This design comes from an exercise in tuning for small area, a short achievable clock period and few clock cycles on the open sky130 flow, not from production work.
At most, simulation tests tie the RTL to the original design; equivalence was not proved.
No functional check of the RTL was part of run 2.

[flow/design.v]
`timescale 1ns / 1ps
module lfsr(clock,reset,load,seed_x,seed_y,dir_x,dir_y);
input clock,reset,load;
input [8:0] seed_x,seed_y;
output reg [8:0] dir_x,dir_y;
always@(posedge clock)
begin
    if(reset)
    begin
        dir_x<=9'b0;
        dir_y<=9'b0;
    end
    else if(load)
    begin
        dir_x<=seed_x;
        dir_y<=seed_y;
    end
    else
    begin
        dir_x[8:1]<=dir_x[7:0];
        dir_x[0]<= (dir_x[1] ^ dir_x[2]) ^ (dir_x[3] ^ dir_x[7]);
        dir_y[8:1]<=dir_y[8:0];
        dir_y[0]<= (dir_y[1] ^ dir_y[2]) ^ (dir_y[3] ^ dir_y[7]);
    end
 end
 endmodule
`timescale 1ns / 1ps
module beetle_left_antenna(dir_x,dir_y,x,y,sense,x_l,y_l);
input signed [8:0] dir_x,dir_y;
input signed [15:0] x,y;
input signed [13:0] sense;  
output signed [15:0] x_l,y_l; 
wire  signed [22:0] temp_x,temp_y;
assign temp_x=dir_x*sense;
assign temp_y=dir_y*sense;
assign x_l= x + (temp_x>>>8);
assign y_l= y + (temp_y>>>8);
endmodule
`timescale 1ns / 1ps
module beetle_right_antenna(dir_x,dir_y,x,y,sense,x_r,y_r);
input signed [8:0] dir_x,dir_y;
input signed [15:0] x,y;
input  signed [13:0] sense;  
output signed [15:0] x_r,y_r;
wire  signed [22:0] temp_x,temp_y;
assign temp_x=dir_x*sense;
assign temp_y=dir_y*sense;
assign x_r= x - (temp_x>>>8);
assign y_r= y - (temp_y>>>8);
endmodule
`timescale 1ns / 1ps
module beetle_position(move,dir_x,dir_y,odour_left,odour_right,updated_x,updated_y,x,y);
input signed [13:0] move;  
input signed [8:0] dir_x,dir_y;
input signed [15:0] x,y;
input signed [31:0] odour_left,odour_right;
output signed [15:0] updated_x,updated_y;
wire signed [13:0] move_x,move_y;
wire signed [22:0] temp_x,temp_y;
assign temp_x= move*dir_x;
assign temp_y= move*dir_y;
assign move_x= (temp_x>>> 8);
assign move_y=(temp_y >>> 8);
assign updated_x= (odour_left>odour_right)?(x-move_x):(x+move_x);
assign updated_y= (odour_left>odour_right)?(y-move_y):(y+move_y);
endmodule
`timescale 1ns / 1ps
module bas(clock,reset,load, seed_x,seed_y,iterations,x,y,x_extreme,y_extreme,out_value,done );
    input clock,reset,load;
    input [8:0] seed_x,seed_y;
    input [8:0] iterations;
    input [15:0] x,y;
    output signed [15:0] x_extreme,y_extreme;
    output signed [39:0] out_value;
    output reg done;
    wire signed [15:0] x_l,y_l,x_r,y_r;
    wire signed [8:0] dir_x,dir_y;
    reg signed [13:0] sense,move;
    reg  [9:0] count;
    wire signed [8:0] sense_c,move_c;
    wire signed [39:0] odour_left;
    wire signed [39:0] odour_right;
    wire signed [39:0] value;
    reg signed [39:0] value_best;
    reg signed [15:0] x_curr,y_curr,x_best,y_best;
    wire signed[15:0] x_updated,y_updated;
    wire signed [22:0] temp_sense,temp_move;
    assign sense_c=9'h0FF;  
    assign move_c=9'h0FF;   
    assign temp_sense= (sense*sense_c);
    assign temp_move= (move*move_c);
    wire [39:0] temp_value_left1,temp_value_left2,temp_value_left4,temp_value_left5 ;
    wire [39:0] temp_value_left3,temp_value_left6 ;
    assign temp_value_left1=16'sh0200 * y_l;
    assign temp_value_left2=(x_l + (temp_value_left1 >>> 8)-16'sh0700) ;
    assign temp_value_left3= temp_value_left2 * temp_value_left2;
    assign temp_value_left4= 16'sh0200*x_l;
    assign temp_value_left5= ((temp_value_left4>>>8) + y_l -16'sh0500) ;
    assign temp_value_left6= temp_value_left5*temp_value_left5;
    assign odour_left= (temp_value_left3>>>8)  + (temp_value_left6>>>8);
    wire [39:0] temp_value_right1,temp_value_right2,temp_value_right4,temp_value_right5 ;
    wire [39:0] temp_value_right3,temp_value_right6 ;
    assign temp_value_right1=16'sh0200 * y_r;
    assign temp_value_right2=(x_r + (temp_value_right1 >>> 8)-16'sh0700) ;
    assign temp_value_right3= temp_value_right2 * temp_value_right2;
    assign temp_value_right4= 16'sh0200*x_r;
    assign temp_value_right5= ((temp_value_right4>>>8) + y_r -16'sh0500) ; 
    assign temp_value_right6= temp_value_right5*temp_value_right5;
    assign odour_right= (temp_value_right3>>>8)  + (temp_value_right6>>>8);
    wire [39:0] temp_value1,temp_value2,temp_value4,temp_value5;
    wire [39:0] temp_value3,temp_value6 ;
    assign temp_value1= 16'sh0200 * y_curr;
    assign temp_value2= (x_curr + (temp_value1 >>> 8)-16'sh0700) ;
    assign temp_value3= temp_value2*temp_value2;
    assign temp_value4= 16'sh0200*x_curr;
    assign temp_value5= ((temp_value4>>>8) + y_curr -16'sh0500) ;
    assign temp_value6= temp_value5*temp_value5;
    assign value= (temp_value3>>>8)  + (temp_value6>>>8);
    assign x_extreme=x_best;
    assign y_extreme=y_best;
    assign out_value=value_best;
    always@(posedge clock)
    begin
        if(reset)
        begin
            sense<=14'b0;
            move<=14'b0;
            count<=10'b0;
            value_best<=39'h0FFFFFFFFF;
            x_curr<=x; 
            y_curr<=y; 
            x_best<=0;
            y_best<=0;
            done<=0;
        end
        else if(load)
        begin
            sense<=14'h1900;  
            move<=14'h1900;   
            count<=10'b0;
            value_best<=39'h0FFFFFFFFF;  
        end
        else
        begin
            if(count<iterations)
            begin
                sense <= (temp_sense >>>8);
                move <= (temp_move >>> 8);
                count<=count+1;
                x_curr<=x_updated;
                y_curr<=y_updated;
                if(value<value_best)
                begin
                    value_best<=value;
                    x_best<=x_curr;
                    y_best<=y_curr;
                end
            end
            else
            begin
                sense<=14'b0;
                move<=14'b0;
                done<=1'b1;
            end
        end
    end    
    lfsr lfsr1(clock,reset,load,seed_x,seed_y,dir_x,dir_y);
    beetle_left_antenna bla1(dir_x,dir_y,x_curr,y_curr,sense,x_l,y_l);
    beetle_right_antenna bra1(dir_x,dir_y,x_curr,y_curr,sense,x_r,y_r);
    beetle_position bp1 (move,dir_x,dir_y,odour_left,odour_right,x_updated,y_updated,x_curr,y_curr);
endmodule
[flow/run.sh]
#!/bin/bash
# synth_recipe.tcl (not shown) runs the flow's synth.tcl, then flattens the netlist and writes it again
# the make line also repeats each setting of config.mk as NAME=value (left out here)
make -C /OpenROAD-flow-scripts/flow DESIGN_CONFIG=/design/flow/config.mk WORK_HOME=/design/flow/orfs CLKGATE_MAP_FILE= SYNTH_SCRIPT=/design/flow/synth_recipe.tcl finish
[flow/config.mk]
export PLATFORM = sky130hd
export DESIGN_NAME = bas
export DESIGN_NICKNAME = bas
export VERILOG_FILES = /design/flow/design.v
export SDC_FILE = /design/flow/constraint.sdc
export NUM_CORES = 8
export LEC_CHECK = 0
export CAP_MARGIN = 20
export CORE_MARGIN = 2
export CORE_UTILIZATION = 45
export SLEW_MARGIN = 20
[flow/constraint.sdc]
create_clock -name core_clock -period 27.0 [get_ports {clock}]
set_input_delay 5.4000 -clock core_clock [delete_from_list [all_inputs] [get_ports {clock}]]
set_output_delay 5.4000 -clock core_clock [all_outputs]
set_load 0.01 [all_outputs]
==> run notes, run 1 <==
Floorplanning
The number of rows in the core area is 222. The die span in x is 609 um. The total die area is 371,000 um^2. The die height is 609 um.

The initial utilization of the core area, before any placement, comes to 0.451. The boundary pin count is 135. The area of the placeable core is 365,000 um^2.

CTS
The depth of the CTS H-tree is 4. The clock root buffer is clkbuf_16. After clock tree synthesis, the clock-pin slew on the worst setup and hold paths is 0.09 ns. TritonCTS built the clock tree.

The number of gates resized after cts is 0. The TritonCTS sink count is 155. The longest clock path from root to sink contains 2 buffers. The latest clock arrival within the worst-skew pair is 0.55 ns. The CTS buffer count is 17. The total setup buffers inserted after CTS is 0. The number of buffers inserted by hold repair at cts is 0.

Worst setup path
The startpoint identified for the worst register-to-register timing path is sense[5]. The required time of the critical path is 27.27 ns. The classification of the worst setup path is reg -> reg. The most numerous cell on the critical path is fa_1. The critical path's slowest cell is dfxtp_1. Along the worst path, the maximum fanout reaches 52. The arrival time at the worst endpoint is 25.63 ns. The first element of the critical path is sense[5]. The worst setup path is launched from a register. The largest stage delay on the critical path is 0.98 ns.

The type of destination of the critical path is a register.

STA
Setup repair after global routing left no endpoint under its margin. The portion of the clock cycle consumed by the worst path in the final layout is 0.939. The number of pins exceeding their max-slew limit in the final report is 0.

The worst pin sits at a relative slew slack of 0.233. Based on the critical path, the design can be clocked at up to 0.0394 GHz. The final number of hold-violating endpoints was 0.

The worst setup slack after layout is 1.64 ns. The count of final setup violators is 0. The worst path in the final design needs a cycle of 25.36 ns, including I/O delays and setup.

Setup total negative slack on the finished layout was measured at 0 ns. The worst clock skew on the final layout is 0.0341 ns. The actual transition at the worst max-transition pin is 1.15 ns.

Logic synthesis
The adder and majority cell fraction of the synthesized area is 0.637. Synthesis inferred 155 register bits. The basic-gate share of the synthesized area counting and, or, nand and nor cells is 0.110.

The total number of yosys warnings is 4. In this run the cell area of the synthesized design comes to 165,000 um^2. In the synthesized netlist the dominant register cell turns out to be dfxtp_1.

A synthesized cell averages 9.07 um^2. In this run, distinct cell masters in the synthesized netlist total 95. The synthesized-area fraction occupied by ao, oa, aoi and oai cells came to 0.0461. After synthesis, the largest family of logic cells by area is adder cells. The count of flip-flops with a built-in enable after synthesis is 32.

Of the total synthesized cell area, the portion taken by XOR and XNOR cells is 0.0398. The share of the Yosys chip area taken by registers is 0.0208. Of all flip-flops after synthesis, the portion carrying an async set or reset was 0. The post-synthesis cell count is 18,137. Measured against the total synthesized area, the mux share comes to 0.00587.

Detailed routing
Summed over all layers, the routed wires come to 489,000 um. The number of remaining DRC errors is 0. The first detailed-routing pass ran for 6 iterations.

The antenna violation net count after detailed routing is 0. In the final routed layout, each cell accounts on average for 21.5 um. In the routed layout, each cell is associated on average with a via count of 5.16. Summing over every cut layer, the via total after detailed routing is 117,561. After the first detailed-routing iteration, the DRC count stood at 8,531.

Placement
Routability-driven placement finished with a final weighted congestion of 0.960. The total placed instance area is 172,000 um^2. The setup slack at placement is 1.73 ns. Detailed placement ended at an HPWL of 406,000 um. The count of buffers added on input and output ports is 130.

Min path
The worst hold path begins at y_best[15]. The path class of the tightest hold or removal check is reg -> reg.

Run
The max-capacitance violation count is 0.

Global routing
Across every metal layer, demand over resource in global routing totals 0.271. The number of global-route vias before repair came to 126,335. The wire length of the first global-routing pass is 763,000 um. After global routing the overflow that remains totals 0. The maximum number of pins on one net before global-route repair is 72.

The number of antenna violations at the first check in global routing came to 13.

Finish
The final net count is 23,895. The area added between synthesis and finish is 5.07%. The design area is 173,000 um^2.

The final core utilization is 0.474. The fraction of layout instances using a drive strength above 1 is 0.0274.

Status
The run finished with no timing, DRC or antenna violations.
[metrics by stage]
stage,hold slack (ns),instances
final,0.500,22795
after global routing,0.536,22787
after CTS,0.503,22787
after detailed placement,0.488,22755
after global placement,0.476,22755
after floorplan,0.438,18140
[final timing paths]
path | endpoint | slack [ns] | cells past startpoint
hold / removal | y_best[15] | 0.50 | 2
hold reg to reg | y_best[15] | 0.50 | 2
setup / recovery | y_curr[14] | 1.64 | 88
setup reg to reg | y_curr[14] | 1.64 | 88
[synthesized netlist by cell type (22+ instances only)]
cell,instances,share of area
inv_1,5505,0.13
fa_1,4163,0.51
ha_1,1712,0.13
nand2_1,1183,0.027
nor2_1,1141,0.026
clkbuf_1,566,0.013
xnor2_1,547,0.029
nor3_1,412,0.013
and2_1,343,0.013
nand3_1,332,0.010
a21oi_1,313,0.0095
o21ai_0,211,0.0064
a21o_1,208,0.0095
xor2_1,188,0.010
nand2b_1,158,0.0060
dfxtp_1,123,0.015
o21a_1,110,0.0050
and3_1,92,0.0035
mux2i_1,92,0.0056
nor2b_1,85,0.0032
or3_1,55,0.0021
nand4_1,49,0.0019
buf_1,44,0.0010
o21bai_1,44,0.0020
or2_2,44,0.0017
a31oi_1,33,0.0013
a21boi_0,32,0.0015
edfxtp_1,32,0.0058
a211oi_1,25,0.0011
clkinv_1,22,0.00050
o211ai_1,22,0.0010
[critical path: cells and delay by family (launching register included)]
| kind | cells | cell delay (ns) |
|---|---|---|
| buf+inv | 11 | 1.75 |
| flops | 1 | 0.98 |
| xor+xnor | 7 | 2.37 |
| compound gates | 34 | 6.83 |
| fa+ha+maj | 20 | 9.12 |
| simple gates | 16 | 3.99 |
[registers in the layout, indices dropped and copies added, names as in the netlist]
signal,cells
count,10
done,1
lfsr1.dir_x,9
lfsr1.dir_y,9
move,14
sense,14
value_best,34
x_best,16
x_curr,16
y_best,16
y_curr,16
[cell type report]
cell class / instances / area, um^2
fillers: 35407 / 192000
multi-input cells: 11834 / 139000
inverters: 5531 / 20800
well taps: 4816 / 6030
repair buffers: 419 / 3470
flip-flops and latches: 155 / 3430
clock buffers: 17 / 425
clock inverters: 15 / 168
diodes: 8 / 20.0
[placed cells by master, fill, tap and decap left out, types with 10 or more instances in the layout]
| cell type | netlist | layout |
|---|---|---|
| fa_1 | 4163 | 4162 |
| o211ai_1 | 22 | 22 |
| a21boi_0 | 32 | 32 |
| and2_1 | 343 | 343 |
| or2_2 | 44 | 44 |
| nand2b_1 | 158 | 158 |
| o21a_1 | 110 | 110 |
| o21ai_0 | 211 | 210 |
| xor2_1 | 188 | 178 |
| o21bai_1 | 44 | 44 |
| nand4_1 | 49 | 49 |
| nor2b_1 | 85 | 85 |
| xnor2_1 | 547 | 526 |
| ha_1 | 1712 | 1710 |
| buf_4 | 6 | 290 |
| mux2i_1 | 92 | 92 |
| or3_1 | 55 | 55 |
| nor2_1 | 1141 | 1138 |
| dfxtp_1 | 123 | 119 |
| edfxtp_1 | 32 | 32 |
| inv_1 | 5505 | 5504 |
| clkinv_1 | 22 | 21 |
| nor4_1 | 14 | 14 |
| nand3_1 | 332 | 332 |
| nor3_1 | 412 | 408 |
| o31ai_1 | 10 | 10 |
| a31o_2 | 19 | 19 |
| a21o_1 | 208 | 199 |
| nand2_1 | 1183 | 1183 |
| a21oi_1 | 313 | 305 |
| a31oi_1 | 33 | 32 |
| clkbuf_16 | 0 | 17 |
| clkdlybuf4s50_1 | 0 | 129 |
| a211oi_1 | 25 | 23 |
| xnor2_2 | 1 | 16 |
| and3_1 | 92 | 92 |
[routing by layer]
metal / track usage / routed length, um / vias to the layer above / share of wire
li1: - / - / 52619 / -
met2: 0.424 / 219000 / 4387 / 0.45
met5: 0 / 96 / - / 0.00020
met4: 0.0974 / 21500 / 14 / 0.044
met3: 0.0521 / 42600 / 828 / 0.087
met1: 0.376 / 206000 / 59713 / 0.42
[kinds of logic after synthesis]
logic type               Yosys count
adder cells (fa/ha/maj)         5875
flip-flops                       155
XOR/XNOR                         740
AND/OR/NAND/NOR                 3962
AO/OA/AOI/OAI                   1157
other                              1
buffers and inverters           6151
multiplexers                      96
Testbench counts, summed over its fixed seeds: cycles 49,176.
==> inputs of run 2 (changes only) <==
==> flow/design.v (replaced) <==
module lfsr(d, n);
input  [8:0] d;
output [8:0] n;
assign n = {d[7:0], d[1] ^ d[2] ^ d[3] ^ d[7]};
endmodule
module beetle_left_antenna(x, y, odour);
input  [15:0] x, y;
output [32:0] odour;
wire signed [17:0] d1 = {2'b00, x} + {y[15], y, 1'b0} - 18'sd1792;
wire signed [17:0] d2 = {x[15], x, 1'b0} + {2'b00, y} - 18'sd1280;
wire [35:0] s1 = d1 * d1;
wire [35:0] s2 = d2 * d2;
wire [31:0] t1 = {6'b0, s1[33:8]} + {(y[15] ? d1[6:0] : 7'd0), 25'd0};
wire [31:0] t2 = {6'b0, s2[33:8]} + {(x[15] ? d2[6:0] : 7'd0), 25'd0};
assign odour = {1'b0, t1} + {1'b0, t2};
endmodule
module beetle_right_antenna(dir, sense, step);
input  signed [8:0]  dir;
input         [12:0] sense;
output signed [13:0] step;
wire signed [22:0] p = dir * $signed({1'b0, sense});
assign step = p[21:8];
endmodule
module beetle_position(x, y, sx, sy, xl, yl, xr, yr, ol, or_, go_right);
input  [15:0] x, y;
input  signed [13:0] sx, sy;
output [15:0] xl, yl, xr, yr;
input  [32:0] ol, or_;
output go_right;
assign xl = x + {{2{sx[13]}}, sx};
assign yl = y + {{2{sy[13]}}, sy};
assign xr = x - {{2{sx[13]}}, sx};
assign yr = y - {{2{sy[13]}}, sy};
assign go_right = $signed(ol[31:0]) > $signed(or_[31:0]);
endmodule
module bas(clock,reset,load, seed_x,seed_y,iterations,x,y,x_extreme,y_extreme,out_value,done );
    input clock,reset,load;
    input [8:0] seed_x,seed_y;
    input [8:0] iterations;
    input [15:0] x,y;
    output signed [15:0] x_extreme,y_extreme;
    output signed [39:0] out_value;
    output reg done;
    reg [15:0] x_curr, y_curr;        
    reg signed [13:0] step_x, step_y;  
    reg [8:0] dir_x, dir_y;           
    reg [12:0] sense;                 
    reg [8:0] remain;                 
    reg run;
    reg [15:0] x_best, y_best;
    reg [32:0] value_best;
    reg value_init;                   
    wire [15:0] x_l, y_l, x_r, y_r;
    wire [32:0] odour_l, odour_r;
    wire go_right;
    beetle_position bp(x_curr, y_curr, step_x, step_y, x_l, y_l, x_r, y_r, odour_l, odour_r, go_right);
    beetle_left_antenna ol(x_l, y_l, odour_l);
    beetle_left_antenna or_(x_r, y_r, odour_r);
    wire [15:0] x_next = go_right ? x_r : x_l;
    wire [15:0] y_next = go_right ? y_r : y_l;
    wire [32:0] v_next = go_right ? odour_r : odour_l;
    wire better = go_right ? (odour_r < value_best) : (odour_l < value_best);
    wire [8:0] dir_x_n, dir_y_n, seed_x_n, seed_y_n;
    lfsr lx(dir_x, dir_x_n);
    lfsr ly(dir_y, dir_y_n);
    lfsr lsx(seed_x, seed_x_n);
    lfsr lsy(seed_y, seed_y_n);
    wire signed [13:0] step_x_n, step_y_n;
    beetle_right_antenna sxn(dir_x, sense, step_x_n);
    beetle_right_antenna syn(dir_y, sense, step_y_n);
    wire first = iterations != 9'd0;
    wire record = load ? first : run;
    assign x_extreme = x_best;
    assign y_extreme = y_best;
    assign out_value = {4'b0, {3{value_init}}, value_best};
    always @(posedge clock) begin
        if (reset) begin
            x_curr <= x;
            y_curr <= y;
            step_x <= 14'd0;
            step_y <= 14'd0;
            run <= 1'b0;
            done <= 1'b0;
            x_best <= 16'd0;
            y_best <= 16'd0;
            value_best <= {33{1'b1}};
            value_init <= 1'b1;
        end else begin
            if (load) begin
                step_x <= $signed(seed_x) * 14'sd25;
                step_y <= $signed(seed_y) * 14'sd25;
                dir_x <= seed_x_n;
                dir_y <= seed_y_n;
                sense <= 13'd6375;
                remain <= iterations - 9'd1;
                run <= iterations > 9'd1;
                done <= iterations <= 9'd1;
            end else if (run) begin
                step_x <= step_x_n;
                step_y <= step_y_n;
                dir_x <= dir_x_n;
                dir_y <= dir_y_n;
                sense <= sense - {8'd0, sense[12:8]} - {12'd0, sense[7:0] != 8'd0};
                remain <= remain - 9'd1;
                if (remain == 9'd1) begin
                    run <= 1'b0;
                    done <= 1'b1;
                end
            end
            if (load | run) begin
                x_curr <= x_next;
                y_curr <= y_next;
            end
            if (record & better) begin
                x_best <= x_next;
                y_best <= y_next;
                value_best <= v_next;
                value_init <= 1'b0;
            end
        end
    end
endmodule
==> run 2 against run 1 <==
Area after synthesis is 59% lower. Die area is 59% lower. First-iteration DRC count is 58% lower. Via count decreased by 57%. Synthesized cell count decreased by 58%. Critical path type unchanged.
==> run notes, run 2 <==
STA
Setup repair after global routing left no endpoint under its margin. The actual transition at the worst max-transition pin came to 1.13 ns (-0.0194 ns). The worst hold-check slack is 0.497 ns (-0.00284 ns). The number of pins exceeding their max-slew limit in the final report was 0 (unchanged). The minimum clock period came to 18.53 ns (-6.82 ns). The summed negative setup slack over all endpoints is 0 ns (unchanged).

The maximum clock rate is 0.0540 GHz (+37%). The count of final setup violators is 0 (unchanged). The portion of the clock cycle consumed by the worst path in the final layout is 0.686 (-0.253). The final number of hold-violating endpoints is 0 (unchanged).

The worst relative slew slack is 0.242 (+0.00856). The worst setup slack after layout is 8.47 ns (+6.82 ns). The worst clock skew on the final layout came to 0.0237 ns (-0.0104 ns).

Finish
The final cell count without fillers was 9,592 (-58%). The fraction of layout instances using a drive strength above 1 is 0.0268 (-0.000622). The register with the most flip-flops in the final layout is value_best. The top cell types in the final layout, fill and taps aside, are inv_1 (2,000), fa_1 (1,304), ha_1 (880). The area added between synthesis and finish is 6.40%. The number of flip-flops in the largest register came to 33 (-2.9%). The final net count is 9,879 (-59%).

Leaving out fill and tap cells, the most frequent cell in the layout is inv_1.

Logic synthesis
The share of synthesized area occupied by flip-flops and latches was 0.0606 (+0.0398). In the synthesized netlist, the cells that appear most often are inv_1 (2,000), fa_1 (1,304), ha_1 (880). The total number of yosys warnings is 1 (-3). The post-synthesis cell count is 7,597 (-58%). The most used flip-flop cell after synthesis is dfxtp_1. The post-synth design cell area is 67,400 um^2 (-59%).

The area share of the leading cell type in the synthesized netlist is 0.387 (-0.119). The post-synthesis area per instance is 8.87 um^2 (-2.2%). The flop and latch count out of synthesis is 168 (+8.4%). The largest area contributor in the synthesized netlist is fa_1. By area the synthesized netlist is led by fa_1 (39%), ha_1 (16%), inv_1 (11%), xnor2_1 (3.9%), nand2_1 (3.4%). The count of flip-flops with a built-in enable after synthesis is 72 (+130%). The post-synthesis async set-or-reset flop share is 0 (unchanged). The cell with the most instances after synthesis is inv_1. The count of different cell masters after synthesis is 99 (+4.2%).

Floorplanning
The die height is 391 um (-36%). The boundary pin count is 135 (unchanged). The initial cell density of the core was 0.452 (+0.000727).

The die span in x is 391 um (-36%). The total die area is 153,000 um^2 (-59%). The area of the placeable core is 149,000 um^2 (-59%). The number of rows in the core area is 142 (-36%).

Detailed routing
The ratio of routed vias to standard cells is 5.32 (+3.2%). The antenna violation net count after detailed routing is 0 (unchanged). The first-pass iteration count of the detailed router is 9 (+3). The initial DRC count came to 3,604 (-58%). The total via count in the routed design came to 51,057 (-57%). The per-cell routed wire length is 20.8 um (-2.9%). The aggregate routed wire length is 200,000 um (-59%). The number of remaining DRC errors came to 0 (unchanged).

Global routing
The number of antenna violations at the first check in global routing is 8 (-5). The number of global-route vias before repair was 54,874 (-57%). The global-route usage over all layers is 0.271 (-0.000756). The wire length of the first global-routing pass is 316,000 um (-59%). The maximum number of pins on one net before global-route repair came to 61 (-15%).

The remaining global-route overflow is 0 (unchanged).

Run
The max-capacitance violation count is 0 (unchanged).

Worst setup path
STA classifies the critical path endpoint as a register. The biggest fanout along the worst timing path was 28 (-46%). The arrival time at the worst endpoint is 18.97 ns (-6.66 ns). The classification of the worst setup path is reg -> reg.

The most numerous cell on the critical path is a21oi_1. The largest stage delay on the critical path is 0.84 ns (-0.14 ns). The required time of the critical path is 27.44 ns (+0.17 ns).

The slowest stage of the critical path is the a21boi_4 cell. STA classifies the critical path startpoint as a register.

Placement
The setup slack at placement came to 8.79 ns (+7.06 ns). The half-perimeter wire length of the detailed placement result is 168,000 um (-59%). The final estimated routing congestion in global placement is 0.955 (-0.54%). The number of placed cells counting well taps came to 9,558 (-58%).

The count of port buffers added during placement was 130 (unchanged).

CTS
The clock-pin slew on the worst setup and hold paths is 0.09 ns (about the same). The number of buffers inserted by hold repair at cts came to 0 (unchanged). The buffer levels on the longest clock path is 2 (unchanged).

The number of gates resized after cts is 0 (unchanged). The latest clock arrival within the worst-skew pair is 0.51 ns (-0.04 ns). The clock root buffer is clkbuf_16. The CTS buffer count is 17 (unchanged). TritonCTS built the clock tree. The total setup buffers inserted after CTS is 0 (unchanged). The TritonCTS sink count came to 168 (+8.4%). The depth of the CTS H-tree is 4 (unchanged).

Status
The run finished with no timing, DRC or antenna violations.

Min path
The class of the tightest hold or removal check is reg -> reg.
-- run 2: cell count changes after synthesis, sizes merged, moves of 75 or more --
cell	before	now
nor2	1142	535
inv	5509	2001
nand2b	158	69
fa	4163	1304
nor3	413	87
and3	92	17
clkbuf	566	155
and2	343	126
a21oi	315	228
nand2	1184	617
nand3	332	36
xnor2	548	304
ha	1712	880
a21o	208	125
-- run 2: per-layer routing --
metal  up-vias  wire length [um]  GRT usage
li1      23349                 -          -
met1     25882             82800      0.354
met2      1537             98200      0.466
met3       285             11300     0.0277
met4         4              7520     0.0933
met5         -                17          0
-- run 2: area by class of cell --
class                      instances  area (um^2)
antenna                            2         5.00
clock buffer                      17          425
clock inverter                    15          189
fill                           14355        77500
inverter                        2016         7570
multi-input combinational       5213        55100
sequential                       168         4080
tap                             1944         2430
timing repair buffer             217         1960
-- run 2: worst paths after layout --
check	start	endpoint	slack, ns	cells after the start
setup reg to reg	step_y[1]	x_best[1]	8.47	67
setup / recovery	step_y[1]	x_best[1]	8.47	67
hold / removal	x_best[8]	x_best[8]	0.50	1
hold reg to reg	x_best[8]	x_best[8]	0.50	1
-- run 2: kinds of logic after synthesis --
kind of cell / Yosys count / share of synthesized area
AO/OA/AOI/OAI: 867 / 0.0880
XOR/XNOR: 422 / 0.0552
adder cells (fa/ha/maj): 2184 / 0.551
buffers and inverters: 2219 / 0.125
flip-flops: 168 / 0.0606
multiplexers: 54 / 0.00837
other: 1 / 0.0000556
AND/OR/NAND/NOR: 1682 / 0.112
-- run 2: critical path: cells and delay by family (launching register included) --
kind                     cells  cell delay [ns]
AO/OA/AOI/OAI               29             7.16
XOR/XNOR                     1             0.35
adder cells (fa/ha/maj)     12             4.97
buffers and inverters        9             1.55
flip-flops                   1             0.40
AND/OR/NAND/NOR             16             4.01
-- run 2: through the flow --
stage	area [um^2]	util
after global placement	71100	0.476
after detailed placement	71100	0.476
after CTS	71700	0.480
final	71700	0.481
after floorplan	67400	-
after global routing	71700	0.481

[static timing again, ports no longer ideal]
Ports are ideal in the flow. The routed layouts listed here were re-timed in OpenROAD.
Step 1 (the two cells are an assumption about what drives the block):
set clk [get_ports {clock}]
set_driving_cell -lib_cell sky130_fd_sc_hd__clkbuf_16 $clk
set_driving_cell -lib_cell sky130_fd_sc_hd__buf_2 [delete_from_list [all_inputs] $clk]
Step 2 also shifts input and output timing later by t, the mid clock arrival at the registers, as if the neighbouring blocks saw the same clock.
a / b / c = no drivers / after step 1 / after step 2; a / b = the first two.
| run | t, ns | setup slack, ns | latest minus earliest clock arrival (ns) |
|---|---|---|---|
| run 1 | 0.598 | 1.643 / 1.643 / 1.643 | 0.034 / 0.034 |
| run 2 | 0.573 | 8.466 / 8.466 / 8.466 | 0.024 / 0.024 |
After both steps setup and hold are still met in every run listed.
